Context: an optimization exercise on an open-source flow, tuned for small area. The choices shown serve that exercise and are no tape-out recipe. The RTL was checked by simulation tests, not by an equivalence proof against the original design. No activity file was given, so power comes from the tool's default toggle rates.

Design lcd_ctrl, start of the top module:
module lcd_ctrl(clk, reset, datain, cmd, cmd_valid, dataout, output_valid, busy);
Settings: LEC_CHECK=0, ABC_AREA=1, CAP_MARGIN=20, CORE_MARGIN=2, CORE_UTILIZATION=65, CTS_BUF_LIST=sky130_fd_sc_hd__clkbuf_8, CTS_CLUSTER_DIAMETER=60, CTS_CLUSTER_SIZE=18, SLEW_MARGIN=20; clock period 8.0 ns.
standard.sh (not shown) runs the stock make flow with config.mk's settings and CLKGATE_MAP_FILE= SYNTH_SCRIPT=/design/flow/synth_recipe.tcl, a recipe that flattens the netlist after the stock synthesis.
==> flow/flow/run.sh <==
#!/bin/bash
# Standard layout (standard.sh), except for synthesis:
# - flow/synth_abc.tcl maps the logic with flow/area.abc, an area-recovering
#   &nf script, instead of ORFS's abc_area.script;
# - the small select module lcd_ctrl_sel3 is kept as its own module during
#   synthesis (the netlist is flattened before layout, as in the standard
#   synthesis);
# - adders are left to ABC (no full-adder cell extraction).
# Every port still gets a buffer; it is a buf_1.
set -euo pipefail
work=$(pwd)
export FLOW_ABC_SCRIPT=$work/flow/area.abc
bash standard.sh SYNTH_SCRIPT=$work/flow/synth_abc.tcl SYNTH_KEEP_MODULES=lcd_ctrl_sel3 \
  ADDER_MAP_FILE= "BUFFER_PORTS_ARGS=-buffer_cell sky130_fd_sc_hd__buf_1" finish > $work/flow_make.log 2>&1
==> flow/flow/area.abc <==
strash
&get -n
&st
&dch -f
&nf -R 1000
&st
&syn2
&dch -f
&nf -R 1000
&put
==> flow/flow/synth_abc.tcl <==
# synth_recipe.tcl (the standard synthesis), except that the final mapping to
# library cells runs flow/area.abc, an area-recovering &nf script, instead of
# ORFS's abc_area.script. Registers are mapped before ABC runs, so they are
# the standard synthesis's registers with the same names and cells.
proc synth {args} { yosys synth -nofsm -noshare {*}$args }
proc abc {args} {
  set keep {}
  set skip 0
  foreach a $args {
    if {$skip} { set skip 0; continue }
    if {$a in {-script -D}} { set skip 1; continue }
    lappend keep $a
  }
  yosys abc -script $::env(FLOW_ABC_SCRIPT) {*}$keep
}
source $::env(SCRIPTS_DIR)/synth.tcl
# left out here: clear keep_hierarchy, flatten, clean up, hide names made inside functions, write 1_2_yosys.v
The first run ran to the end with no violations.
==> next run, changes <==
==> flow/flow/run.sh (replaced) <==
#!/bin/bash
# Standard layout (standard.sh), with synthesis mapped by flow/synth_abc.tcl and
# the small select module lcd_ctrl_sel3 kept as its own module during synthesis
# (the netlist is flattened before layout, as in the standard synthesis).
# Every port still gets a buffer; it is a buf_1.
set -euo pipefail
work=$(pwd)
export FLOW_ABC_SCRIPT=$work/flow/area.abc
bash standard.sh SYNTH_SCRIPT=$work/flow/synth_abc.tcl SYNTH_KEEP_MODULES=lcd_ctrl_sel3 \
  "BUFFER_PORTS_ARGS=-buffer_cell sky130_fd_sc_hd__buf_1" finish > $work/flow_make.log 2>&1
- CORE_UTILIZATION: 65 -> 85
=>
- cell count falls by 6.3%
- non-clock buffer count falls by 8
- synthesized area rises by 0.60%
- fmax falls by 3.4%
- sequential share of layout area rises by 0.41 points
- cell area falls by 0.58%
- setup slack gets worse by 0.27 ns
- utilization rises by 20 points
- count of clock-buffer cells in the layout rises by 1
- first-iteration DRC count rises by 75%
==> next run, changes <==
- CORE_UTILIZATION: 85 -> 65
- CTS_CLUSTER_SIZE: 18 -> 21
=>
- The changed run finished clean
- worst setup slack gains 0.26 ns
- power is lower by about 1.1%
- first-iteration DRC count came out lower by about 43%
- cell count goes up by about 6.5%
- via count drops by 8.3%
- design area rose by about 1%
- core utilization fell by 20 points
- routed wire length is lower by about 17%
- area after synthesis does not change
- critical path depth went down by 2
- clock skew came out higher by 0.013 ns
==> next run, changes <==
==> flow/flow/run.sh (replaced) <==
#!/bin/bash
# Standard layout (standard.sh), except for synthesis:
# - flow/synth_abc.tcl maps the logic with flow/area.abc, an area-recovering
#   &nf script, instead of ORFS's abc_area.script;
# - the small select module lcd_ctrl_sel3 is kept as its own module during
#   synthesis (the netlist is flattened before layout, as in the standard
#   synthesis);
# - adders are left to ABC (no full-adder cell extraction).
# Every port still gets a buffer; it is a buf_1.
set -euo pipefail
work=$(pwd)
export FLOW_ABC_SCRIPT=$work/flow/area.abc
bash standard.sh SYNTH_SCRIPT=$work/flow/synth_abc.tcl SYNTH_KEEP_MODULES=lcd_ctrl_sel3 \
  ADDER_MAP_FILE= "BUFFER_PORTS_ARGS=-buffer_cell sky130_fd_sc_hd__buf_1" finish > $work/flow_make.log 2>&1
- CAP_MARGIN: 20 -> 0
- CORE_UTILIZATION: 65 -> 70
- CTS_CLUSTER_SIZE: 21 -> 18
- SLEW_MARGIN: 20 -> 0
=> Cell area fell by 0.51%. Clock-buffer cell count came out higher by 5. Critical path depth climbs by 4.
==> next run, changes <==
- CAP_MARGIN: 0 -> 20
- CORE_UTILIZATION: 70 -> 75
- SLEW_MARGIN: 0 -> 20
What happened: Non-clock buffer count shrinks by 2. Core utilization grows by 5.9 points. Via count grows slightly.
==> next run, changes <==
==> flow/flow/run.sh (replaced) <==
#!/bin/bash
# Standard layout (standard.sh), with synthesis mapped by flow/synth_abc.tcl and
# the small select module lcd_ctrl_sel3 kept as its own module during synthesis
# (the netlist is flattened before layout, as in the standard synthesis).
# Every port still gets a buffer; it is a buf_1.
set -euo pipefail
work=$(pwd)
export FLOW_ABC_SCRIPT=$work/flow/area.abc
bash standard.sh SYNTH_SCRIPT=$work/flow/synth_abc.tcl SYNTH_KEEP_MODULES=lcd_ctrl_sel3 \
  "BUFFER_PORTS_ARGS=-buffer_cell sky130_fd_sc_hd__buf_1" finish > $work/flow_make.log 2>&1
- CORE_UTILIZATION: 75 -> 65
- CTS_BUF_LIST: sky130_fd_sc_hd__clkbuf_8 -> sky130_fd_sc_hd__clkbuf_4
- CTS_CLUSTER_DIAMETER: 60 -> 40
- CTS_CLUSTER_SIZE: 18 -> 10
What happened: Critical path depth shrinks by 2; final area grows by a few percent; power grows by a few percent; routed wire length grows by a few percent; global-route usage shrinks by 3.5 points; die area grows by about a fifth; non-clock buffer count grows by 11; core utilization shrinks by 10 points; cell count grows by a few percent; count of clock-buffer cells in the layout grows by 49.

## port drivers added, routing unchanged
Ports are ideal in the flow. The routed layouts listed here were re-timed in OpenROAD. Step 1 sets driving cells, clkbuf_16 on the clock port and buf_2 on the other inputs (assumed; they add their load-dependent delay and slew). Step 2 adds t to the input delays and takes it off the output delays; t is the mean of the earliest and latest rising clock arrival at the registers after step 1. Input paths then give back, and output paths get back, about the clock's delay inside the block. Three values: ideal ports, drivers, drivers and shift; two values: the first two.
run	shift t [ns]	slack for setup (ns)	worst setup path at the end
the first run	0.714	0.446 / 0.398 / 1.112	register to output
the second run	0.666	0.178 / 0.128 / 0.794	register to output
the third run	0.707	0.436 / 0.385 / 1.092	register to output
the fourth run	0.711	0.411 / 0.360 / 1.071	register to output
the fifth run	0.678	0.384 / 0.334 / 1.013	register to output
the sixth run	0.853	0.337 / 0.290 / 1.143	register to output
After both steps every run listed still meets setup and hold.
